This design comes from an exercise in tuning for small area, a short achievable clock period and few clock cycles on the open sky130 flow, not from production work.
In this exercise RTL edits were held to simulation tests only and were not proved equivalent to the original.
No activity file was given, so power comes from the tool's default toggle rates.

P:
==> module alu, before the edit <==
module alu(input [31:0]  in1,
	   input [31:0]  in2,
	   input 	 cin,
	   input [4:0] 	 shamt,
	   input [9:0] 	 op,      
	   input 	 sra,     
	   input 	 left,    
	   input [31:0]  link,    
	   input [31:0]  stdata,  
	   output [31:0] out,
	   output 	 eq,
	   output 	 lt,
	   output 	 ltu);
   wire [31:0] 	 sum;
   wire 	 cout;
   ksadd32s add_inst(.a(in1), .b(in2), .sub(cin), .s(sum), .cout(cout));
   assign eq = (in1 == in2);
   assign ltu = ~cout;
   assign lt = (in1[31] ^ in2[31]) ? in1[31] : sum[31];
   wire [31:0] 	 shl, shr;
   shifter shift_inst(.in(in1), .shamt(shamt), .sra(sra), .left(left), .shl(shl), .shr(shr));
   assign out = ({32{op[0]}} & sum)
     | ({32{op[1]}} & shl)
     | {31'h0, op[2] & lt}
     | {31'h0, op[3] & ltu}
     | ({32{op[4]}} & (in1 ^ in2))
     | ({32{op[5]}} & shr)
     | ({32{op[6]}} & (in1 | in2))
     | ({32{op[7]}} & (in1 & in2))
     | ({32{op[8]}} & link)
     | ({32{op[9]}} & stdata);
endmodule  
==> flow/config.mk <==
export PLATFORM = sky130hd
export DESIGN_NAME = kappa3_light_core
export DESIGN_NICKNAME = kappa3_light_core
export VERILOG_FILES = /design/flow/design.v
export SDC_FILE = /design/flow/constraint.sdc
export NUM_CORES = 8
export LEC_CHECK = 0
export CAP_MARGIN = 25
export CORE_MARGIN = 2
export CORE_UTILIZATION = 60
export CTS_BUF_LIST = sky130_fd_sc_hd__clkbuf_16
export CTS_CLUSTER_DIAMETER = 80
export CTS_CLUSTER_SIZE = 24
export PLACE_DENSITY = 0.7
export SLEW_MARGIN = 70
export SYNTH_HIERARCHICAL = 1
==> flow/constraint.sdc <==
create_clock -name core_clock -period 10.0 [get_ports {clock}]
set_input_delay 2.0000 -clock core_clock [delete_from_list [all_inputs] [get_ports {clock}]]
set_output_delay 2.0000 -clock core_clock [all_outputs]
set_load 0.01 [all_outputs]
standard.sh (not shown) runs the stock make flow with config.mk's settings and CLKGATE_MAP_FILE= SYNTH_SCRIPT=/design/flow/synth_recipe.tcl, a recipe that flattens the netlist after the stock synthesis.
==> flow/flow/run.sh <==
#!/bin/bash
# Layout flow: the standard synthesis (standard.sh synth, unchanged), then
# the standard ORFS steps (standard.sh) with three changes:
#  - the port buffers are buf_4 cells instead of the cell buffer_ports picks
#    by default (a slow delay cell on this platform);
#  - timing repair aims for a larger setup margin, on the worst endpoints only;
#  - clock tree synthesis inserts no dummy loads (same buffers and clustering
#    as config.mk's CTS settings).
# make's output goes to flow_synth.log and flow_layout.log, each ORFS step's
# to orfs/logs/.
set -euo pipefail
cd "$(dirname "$0")/.."
bash standard.sh synth > flow_synth.log 2>&1
bash standard.sh "BUFFER_PORTS_ARGS=-buffer_cell sky130_fd_sc_hd__buf_4" \
     SETUP_SLACK_MARGIN=6.5 TNS_END_PERCENT=5 \
     "CTS_ARGS=-sink_clustering_enable -repair_clock_nets -buf_list sky130_fd_sc_hd__clkbuf_16 -sink_clustering_size 24 -sink_clustering_max_diameter 80 -dont_use_dummy_load" \
     finish > flow_layout.log 2>&1
Testbench counts of P, summed over its fixed seeds: cycles 653,986.
## Diff of input files: Q against P
diff --git a/flow/design.v b/flow/design.v
--- a/flow/design.v
+++ b/flow/design.v
@@ -16,22 +16,33 @@
    ksadd32s add_inst(.a(in1), .b(in2), .sub(cin), .s(sum), .cout(cout));
    assign eq = (in1 == in2);
    assign ltu = ~cout;
    assign lt = (in1[31] ^ in2[31]) ? in1[31] : sum[31];
    wire [31:0] 	 shl, shr;
    shifter shift_inst(.in(in1), .shamt(shamt), .sra(sra), .left(left), .shl(shl), .shr(shr));
-   assign out = ({32{op[0]}} & sum)
-     | ({32{op[1]}} & shl)
-     | {31'h0, op[2] & lt}
-     | {31'h0, op[3] & ltu}
-     | ({32{op[4]}} & (in1 ^ in2))
-     | ({32{op[5]}} & shr)
+   wire [31:0] 	 early = ({32{op[4]}} & (in1 ^ in2))
      | ({32{op[6]}} & (in1 | in2))
      | ({32{op[7]}} & (in1 & in2))
      | ({32{op[8]}} & link)
      | ({32{op[9]}} & stdata);
+   wire [31:0] 	 late_n;
+   genvar i;
+   generate
+      for (i = 0; i < 32; i = i + 1) begin : g_res
+	 aoi222g g(.a0(op[0]), .b0(sum[i]), .a1(op[1]), .b1(shl[i]),
+		   .a2(op[5]), .b2(shr[i]), .y(late_n[i]));
+	 if (i == 0) begin : g_b0
+	    wire cmp_n;
+	    aoi22g gc(.a0(op[2]), .b0(lt), .a1(op[3]), .b1(ltu), .y(cmp_n));
+	    nand3g go(.a(late_n[0]), .b(cmp_n), .c(~early[0]), .y(out[0]));
+	 end
+	 else begin : g_bn
+	    nand2g go(.a(late_n[i]), .b(~early[i]), .y(out[i]));
+	 end
+      end
+   endgenerate
 endmodule  
 module shifter(input [31:0]  in,
 	       input [4:0]   shamt,
 	       input 	     sra,
 	       input 	     left,
 	       output [31:0] shl,
@@ -57,12 +68,18 @@
       for (i = 0; i < 32; i = i + 1) begin : g_out
 	 assign shr[i] = x[5][i];
 	 assign shl[i] = x[5][31 - i];
       end
    endgenerate
 endmodule  
+module aoi222g(input a0, b0, a1, b1, a2, b2, output y);
+   assign y = ~((a0 & b0) | (a1 & b1) | (a2 & b2));
+endmodule  
+module aoi22g(input a0, b0, a1, b1, output y);
+   assign y = ~((a0 & b0) | (a1 & b1));
+endmodule  
 module mux2ig(input a0, a1, s, output y);
    assign y = ~(s ? a1 : a0);
 endmodule  
 module and2g(input a, b, output y);
    assign y = a & b;
 endmodule
### Flow results
- NOTE: worst setup slack in Q exceeds that of P
- Going from P to Q, the cell count was found to have gone up by 1.1%.
- Summary of Q over P: relative contribution of the clock network to total power +0.3 points, layout net count +64.
- Lower final critical delay including setup and external delays among P and Q: Q
- Diff P -> Q: total chip power now sits higher; internal power component now sits higher; maximum clock skew at final layout now sits higher.
Testbench counts of Q, summed over its fixed seeds: cycles 653,986.

afterwards: timing with drivers on the ports:
No port has a modelled driver above. Below, the same layouts with a new extraction and two added sets of constraints.
Step 1: set_driving_cell puts a clkbuf_16 on clock and a buf_2 on each other input, an assumption about the parent block.
Step 2 moves the port delays by t, midway between the first and last clock arrival at a register: inputs arrive t later, outputs are due t later. That takes back most of the time a late clock gives input paths.
a / b / c = ideal / step 1 / step 2; a / b = the first two.
run	shift t [ns]	slack for setup (ns)	slew at the worst register clock pin (ns)	worst data-port slew with drivers (ns)	cell pins on the clock port's net
P	0.774	6.090 / 6.026 / 5.251	0.10 / 0.10	0.20	1
Q	0.793	6.175 / 6.203 / 5.410	0.11 / 0.11	0.13	1
After both steps setup and hold are still met in every run listed. The setup slack of P, which loses most, moves by -0.064 ns with the drivers and by -0.839 ns with both steps.
